This design comes from an exercise in tuning for small area on the open sky130 flow, not from production work. The RTL was checked by simulation tests, not by an equivalence proof against the original design. No driver is modelled on the clock port, so clocking that relies on it looks cheaper here than on a real chip. No activity file was given, so power comes from the tool's default toggle rates.

==> flow/design.v (excerpt) <==
module RhythmGame_Top (
    input  wire        CLOCK_50,
    input  wire [3:0]  KEY,
    input  wire [9:0]  SW,
    output wire [6:0]  HEX0, HEX1, HEX2, HEX3, HEX4, HEX5,
    output wire [9:0]  LEDR,
    output wire [7:0]  o_DM_Row,
    output wire [7:0]  o_DM_Col,
    output wire        o_Piezo
);
    wire        w_Rst_n = SW[9];
    wire [3:0]  w_Push_Pulse;
    wire [7:0]  w_Rand_Val;
    wire [31:0] w_Map;
    wire        w_Map_Valid;
    wire [15:0] w_Score;
    wire [7:0]  w_Combo;
    wire [1:0]  w_Sound_Cmd;
    wire [9:0]  w_HP;
    LFSR u_LFSR (
        .i_Clk   (CLOCK_50),
        .i_Rst   (w_Rst_n),
        .o_Rand  (w_Rand_Val)
    );
    PushControl u_Input (
        .i_Clk   (CLOCK_50),
        .i_Rst   (w_Rst_n),
        .i_Push  (KEY),
        .o_fPush (w_Push_Pulse)
    );
    GameLogic u_GameCore (
        .i_Clk       (CLOCK_50),
        .i_Rst       (w_Rst_n),
        .i_Pulse     (w_Push_Pulse),
        .i_Rand_Val  (w_Rand_Val),
        .i_Speed_Opt (SW[1:0]),
        .i_View_Mode (SW[2]),
  ...
==> module Sound, before the edit <==
module Sound (
    input  wire       i_Clk,
    input  wire       i_Rst_n,
    input  wire [1:0] i_Sound_Cmd,
    output wire       o_Piezo
);
    reg [1:0] r_Cur;
    reg       r_Played;
    reg [7:0] r_Dur;
    reg       r_Late;
    reg       r_Delay;
    wire w_Start = (i_Sound_Cmd != 2'd0);
    wire w_Act   = (r_Cur != 2'd0);
    wire w_End = (r_Cur == 2'd1 & r_Dur[7] & r_Dur[4] & r_Dur[2] & r_Dur[1])    
               | (r_Cur == 2'd2 & r_Dur[6] & r_Dur[5] & r_Dur[4])               
               | (r_Cur == 2'd3 & r_Dur[7] & r_Dur[6] & r_Dur[3]);              
    wire [7:0] k = r_Dur;
    wire w_PzPerf = (k > 8'd24) ^ (k > 8'd49) ^ (k > 8'd74) ^ (k > 8'd91)
                  ^ (k > 8'd108) ^ (k > 8'd125) ^ (k > 8'd142);
    wire w_PzGood = (k > 8'd48) ^ (k > 8'd97);
    wire w_PzMiss = (k > 8'd62) ^ (k > 8'd125) ^ (k > 8'd188);
    wire w_Pz = (r_Cur == 2'd1) ? w_PzPerf : (r_Cur == 2'd2) ? w_PzGood : w_PzMiss;
    always @(posedge i_Clk or negedge i_Rst_n) begin
        if (!i_Rst_n) begin
            r_Cur    <= 2'd0;
            r_Played <= 1'b0;
        end else begin
            if (w_Act & ~w_Start) r_Played <= 1'b1;
            if (w_Start)
                r_Cur <= i_Sound_Cmd;
            else if (w_Act & w_End)
                r_Cur <= 2'd0;
        end
    end
    always @(posedge i_Clk) begin
        r_Dur   <= w_Start ? 8'd0 : r_Dur + 8'd1;
        r_Delay <= ~w_Start & w_Pz;
        if (w_Start) r_Late <= ~r_Played;
    end
    assign o_Piezo = w_Act & (r_Late ? r_Delay : w_Pz);
endmodule
clock: 25.0 ns
lec_check: 0
cap_margin: 20
core_margin: 2
core_utilization: 65
slew_margin: 20
standard.sh (not shown) runs the stock make flow with config.mk's settings and CLKGATE_MAP_FILE= SYNTH_SCRIPT=/design/flow/synth_recipe.tcl, a recipe that flattens the netlist after the stock synthesis.
==> flow/flow/run.sh <==
#!/bin/bash
# Standard synthesis, then the combinational logic is re-mapped for area with
# ABC (flip-flops untouched), then the standard layout steps. Ports are
# buffered with the smallest buffer; CTS takes the arguments in cts_args.txt
# and cts_post.tcl then shrinks clock buffers where the clock slew allows.
set -euo pipefail
HERE=$(pwd)
RES=$HERE/orfs/results/$FLOW_PLATFORM/RhythmGame_Top/base
bash standard.sh $RES/1_2_yosys.v > synth.log 2>&1
cp $RES/1_2_yosys.v $HERE/1_2_yosys_standard.v
export REOPT_LIB=$FLOW_HOME/platforms/$FLOW_PLATFORM/lib/sky130_fd_sc_hd__tt_025C_1v80.lib
export REOPT_IN=$HERE/1_2_yosys_standard.v
export REOPT_DONT_USE="$(make -s -C $FLOW_HOME DESIGN_CONFIG=$FLOW_CONFIG print-DONT_USE_CELLS 2>/dev/null | sed "s/^DONT_USE_CELLS: //")"
# several ABC runs (scripts reopt*.abc, each with several seeds, 4 at a
# time); keep the smallest netlist
JOBS=()
for F in flow/reopt*.abc; do
  for S in 1 2 3 4 5 6 7 8; do JOBS+=("$F:$S"); done
done
N=0
for J in "${JOBS[@]}"; do
  F=${J%%:*}; S=${J##*:}; N=$((N+1))
  sed "s/@SEED@/$S/" $F > reopt_$N.abc
  REOPT_ABC=$HERE/reopt_$N.abc REOPT_OUT=$HERE/reopt_$N.v \
    yosys -c flow/reopt.tcl > reopt_$N.log 2>&1 &
  if (( N % 4 == 0 )); then wait; fi
done
wait
BEST=""; BESTA=""
for K in $(seq 1 $N); do
  A=$(grep "Chip area for module" reopt_$K.log | tail -1 | awk '{print $NF}')
  echo "run $K ($(head -c 200 reopt_$K.abc)): area $A" >> reopt.log
  if [[ -n "$A" && -s reopt_$K.v ]] && { [[ -z "$BESTA" ]] || python3 -c "import sys; sys.exit(0 if $A < $BESTA else 1)"; }; then
    BEST=$K; BESTA=$A
  fi
done
echo "best run $BEST: area $BESTA" >> reopt.log
cp reopt_$BEST.v $RES/1_2_yosys.v
touch $RES/1_2_yosys.v
bash standard.sh "BUFFER_PORTS_ARGS=-buffer_cell sky130_fd_sc_hd__buf_1" \
  "CTS_ARGS=$(cat flow/cts_args.txt)" "POST_CTS_TCL=$HERE/flow/cts_post.tcl" \
  finish > layout.log 2>&1
Other scripts of this flow, unchanged in this note and not shown: flow/flow/cts_args.txt, flow/flow/cts_post.tcl, flow/flow/reopt.abc, flow/flow/reopt.tcl
Change:
--- a/flow/design.v
+++ b/flow/design.v
@@ -267,46 +267,49 @@
 endmodule
 module Sound (
     input  wire       i_Clk,
     input  wire       i_Rst_n,
     input  wire [1:0] i_Sound_Cmd,
-    output wire       o_Piezo
+    output reg        o_Piezo
 );
     reg [1:0] r_Cur;
     reg       r_Played;
     reg [7:0] r_Dur;
-    reg       r_Late;
-    reg       r_Delay;
-    wire w_Start = (i_Sound_Cmd != 2'd0);
-    wire w_Act   = (r_Cur != 2'd0);
+    reg [5:0] r_Tone;
     wire w_End = (r_Cur == 2'd1 & r_Dur[7] & r_Dur[4] & r_Dur[2] & r_Dur[1])    
                | (r_Cur == 2'd2 & r_Dur[6] & r_Dur[5] & r_Dur[4])               
                | (r_Cur == 2'd3 & r_Dur[7] & r_Dur[6] & r_Dur[3]);              
-    wire [7:0] k = r_Dur;
-    wire w_PzPerf = (k > 8'd24) ^ (k > 8'd49) ^ (k > 8'd74) ^ (k > 8'd91)
-                  ^ (k > 8'd108) ^ (k > 8'd125) ^ (k > 8'd142);
-    wire w_PzGood = (k > 8'd48) ^ (k > 8'd97);
-    wire w_PzMiss = (k > 8'd62) ^ (k > 8'd125) ^ (k > 8'd188);
-    wire w_Pz = (r_Cur == 2'd1) ? w_PzPerf : (r_Cur == 2'd2) ? w_PzGood : w_PzMiss;
+    wire w_Top = (r_Cur == 2'd1) ? ((r_Dur < 8'd76) ? (r_Tone[4] & r_Tone[3])      
+                                                    : (r_Tone[5] | r_Tone[4]))     
+               : (r_Cur == 2'd2) ? (r_Tone[5] & r_Tone[4])                         
+               :                   (&r_Tone[5:1]);                                 
+    wire w_Start = (i_Sound_Cmd != 2'd0);
+    wire w_Act   = (r_Cur != 2'd0);
     always @(posedge i_Clk or negedge i_Rst_n) begin
         if (!i_Rst_n) begin
             r_Cur    <= 2'd0;
             r_Played <= 1'b0;
+            o_Piezo  <= 1'b0;
         end else begin
             if (w_Act & ~w_Start) r_Played <= 1'b1;
-            if (w_Start)
-                r_Cur <= i_Sound_Cmd;
-            else if (w_Act & w_End)
-                r_Cur <= 2'd0;
+            if (w_Start) begin
+                r_Cur   <= i_Sound_Cmd;
+                o_Piezo <= 1'b0;
+            end else if (w_Act) begin
+                if (w_End) begin
+                    r_Cur   <= 2'd0;
+                    o_Piezo <= 1'b0;
+                end else if (r_Played & w_Top) begin
+                    o_Piezo <= ~o_Piezo;
+                end
+            end
         end
     end
     always @(posedge i_Clk) begin
-        r_Dur   <= w_Start ? 8'd0 : r_Dur + 8'd1;
-        r_Delay <= ~w_Start & w_Pz;
-        if (w_Start) r_Late <= ~r_Played;
+        r_Dur  <= w_Start ? 8'd0 : r_Dur + 8'd1;
+        r_Tone <= (w_Start | ~r_Played | w_Top) ? 6'd0 : r_Tone + 6'd1;
     end
-    assign o_Piezo = w_Act & (r_Late ? r_Delay : w_Pz);
 endmodule
 module UI (
     input  wire        i_Clk,
     input  wire        i_Rst_n,
     input  wire [15:0] i_Score,       
What happened: Combinational power came out lower by 10%. Critical path depth came out lower by 1. Final cell count barely changes. Final area came out higher by 0.84%. Global-route usage came out lower by 1.1 points. Sequential cell count came out higher by 5. Synthesized area came out higher by 0.86%. Wire length came out lower by 2.2%. Die area came out higher by 0.83%. Non-clock buffer count came out lower by 1. Synthesized cell count came out higher by 0.44%. Hold slack is worse by 0.015 ns. Clock skew came out higher by 0.0050 ns. Worst setup slack is better by 0.26 ns.

========
Another version of the RTL of RhythmGame_Top (not shown whole).
Size in the first run: ~84 I/O pins, ~0.0080 mm^2 of cells after synthesis.
Settings: LEC_CHECK=0, CAP_MARGIN=20, CORE_MARGIN=2, CORE_UTILIZATION=65, SLEW_MARGIN=20; clock period 25.0 ns.
==> flow/flow/run.sh <==
#!/bin/bash
# Standard synthesis, then the combinational logic is re-mapped for area with
# ABC (flip-flops untouched), then the standard layout steps. Ports are
# buffered with the smallest buffer; CTS takes the arguments in cts_args.txt
# and cts_post.tcl then shrinks clock buffers where the clock slew allows.
set -euo pipefail
HERE=$(pwd)
RES=$HERE/orfs/results/$FLOW_PLATFORM/RhythmGame_Top/base
bash standard.sh $RES/1_2_yosys.v > synth.log 2>&1
cp $RES/1_2_yosys.v $HERE/1_2_yosys_standard.v
export REOPT_LIB=$FLOW_HOME/platforms/$FLOW_PLATFORM/lib/sky130_fd_sc_hd__tt_025C_1v80.lib
export REOPT_IN=$HERE/1_2_yosys_standard.v
export REOPT_DONT_USE="$(make -s -C $FLOW_HOME DESIGN_CONFIG=$FLOW_CONFIG print-DONT_USE_CELLS 2>/dev/null | sed "s/^DONT_USE_CELLS: //")"
# several ABC runs (scripts reopt*.abc, each with several seeds, 4 at a
# time); keep the smallest netlist
JOBS=()
for F in flow/reopt*.abc; do
  for S in 1 2 3 4; do JOBS+=("$F:$S"); done
done
N=0
for J in "${JOBS[@]}"; do
  F=${J%%:*}; S=${J##*:}; N=$((N+1))
  sed "s/@SEED@/$S/" $F > reopt_$N.abc
  REOPT_ABC=$HERE/reopt_$N.abc REOPT_OUT=$HERE/reopt_$N.v \
    yosys -c flow/reopt.tcl > reopt_$N.log 2>&1 &
  if (( N % 4 == 0 )); then wait; fi
done
wait
BEST=""; BESTA=""
for K in $(seq 1 $N); do
  A=$(grep "Chip area for module" reopt_$K.log | tail -1 | awk '{print $NF}')
  echo "run $K ($(head -c 200 reopt_$K.abc)): area $A" >> reopt.log
  if [[ -n "$A" && -s reopt_$K.v ]] && { [[ -z "$BESTA" ]] || python3 -c "import sys; sys.exit(0 if $A < $BESTA else 1)"; }; then
    BEST=$K; BESTA=$A
  fi
done
echo "best run $BEST: area $BESTA" >> reopt.log
cp reopt_$BEST.v $RES/1_2_yosys.v
touch $RES/1_2_yosys.v
bash standard.sh "BUFFER_PORTS_ARGS=-buffer_cell sky130_fd_sc_hd__buf_1" \
  "CTS_ARGS=$(cat flow/cts_args.txt)" "POST_CTS_TCL=$HERE/flow/cts_post.tcl" \
  finish > layout.log 2>&1
Other scripts of this flow, unchanged in this note and not shown: flow/flow/cts_args.txt, flow/flow/cts_post.tcl, flow/flow/reopt.abc, flow/flow/reopt.tcl, flow/flow/reopt_f.abc
Next try:
--- a/flow/design.v
+++ b/flow/design.v
@@ -141,47 +141,47 @@
             2'b10:   w_OptHalf = 9'd125;
             default: w_OptHalf = 9'd500;
         endcase
     end
     wire w_Begin = w_Idle & i_Start_Btn;               
     always @(posedge i_Clk or negedge i_Rst) begin
         if (!i_Rst) begin
             r_State     <= 2'b00;
             r_Score     <= 19'd0;
             r_Combo     <= 8'd0;
             r_Miss      <= 4'd0;
+            r_Speed_Cnt <= 10'd0;
             o_Sound_Cmd <= 2'd0;
             r_HighScore <= 19'd0;
             r_HighCombo <= 8'd0;
         end else begin
             r_Score     <= w_Begin ? 19'd0 : w_ScoreAdd;
             r_Combo     <= (w_Begin | (w_Act & w_ComboClr)) ? 8'd0 : w_ComboNext;
             r_Miss      <= w_Begin ? 4'd0 : r_Miss + {3'd0, w_Act & w_Lose};
+            r_Speed_Cnt <= (w_Act & w_Tick) ? 10'd0 : r_Speed_Cnt + {9'd0, w_Act};
             o_Sound_Cmd <= 2'd0;
             if (w_Act) begin
                 if (w_BotMiss | (w_AnyP & ~w_LastHit)) o_Sound_Cmd <= 2'd3;
                 else if (w_AnyP) o_Sound_Cmd <= w_Perfect ? 2'd1 : 2'd2;
             end
             if (w_Begin) r_State <= 2'b01;
             if (w_Play & w_Hp0) begin
                 r_State <= 2'b10;
                 if (r_Score > r_HighScore) r_HighScore <= r_Score;
             end
             if (w_Play && r_Combo > r_HighCombo) r_HighCombo <= r_Combo;
             if (w_Over & ~(r_Half[10] | r_Half[8] | r_Half[7] | r_Half[6] | r_Half[4] | r_Half[3] | r_Half[2]))
                 r_State <= 2'b11;
         end
     end
     always @(posedge i_Clk) begin
-        r_Speed_Cnt <= ((w_Act & w_Tick) | (w_Begin & ~r_State[0])) ? 10'd0
-                                                                   : r_Speed_Cnt + {9'd0, w_Act};
         if (w_Idle)
             r_NHalf <= ~{2'b00, w_OptHalf};
         else if (w_Play & w_Hp0)
             r_NHalf <= 11'd0;                  
         else
             r_NHalf <= ~(r_Half - {10'd0, w_Over | (w_Act & w_AnyHit & w_HAbove100)});
         if (w_Idle & i_Start_Btn)
             r_NoNote <= 32'hffffffff;
         else if (w_Act) begin
             if (w_Tick)
                 r_NoNote <= {~(i_Rand_Val[7:4] & {4{i_Rand_Val[3]}}), r_NoNote[31:4]};
Die area goes up by about 0.5%. Cell area goes up by 0.60%. Clock-buffer cell count does not change. Cell count stays flat. Routed wire length goes down by 1.4%. Sequential power goes down by about 20%.

[static timing again, ports no longer ideal]
The results above use ideal ports. As a check the final layouts listed here were re-extracted and re-timed, cells and wires unchanged.
Step 1, drivers: a clkbuf_16 drives CLOCK_50 and a buf_2 each remaining input, both assumed.
Step 2, shift: input delay + t, output delay - t, t = (earliest + latest rising clock arrival at the registers) / 2. This alone moves slack from input paths to output paths.
Slacks: ideal / step 1 / step 2; pairs: ideal / step 1.
run | t (ns) | setup slack, ns | hold slack, ns | pins driven straight from the clock port
the first run of note 1 | 0.812 | 12.417 / 12.394 / 12.394 | 0.335 / 0.335 / 0.335 | 1
the second run of note 1 | 0.631 | 12.672 / 12.649 / 12.649 | 0.320 / 0.320 / 0.320 | 1
the first run of note 2 | 0.625 | 12.288 / 12.266 / 12.266 | 0.362 / 0.362 / 0.362 | 1
the second run of note 2 | 0.472 | 12.355 / 12.331 / 12.331 | 0.329 / 0.329 / 0.329 | 1
After both steps setup and hold are still met in every run listed. The setup slack of the second run of note 2, which loses most, moves by -0.024 ns with the drivers and by -0.024 ns with both steps.
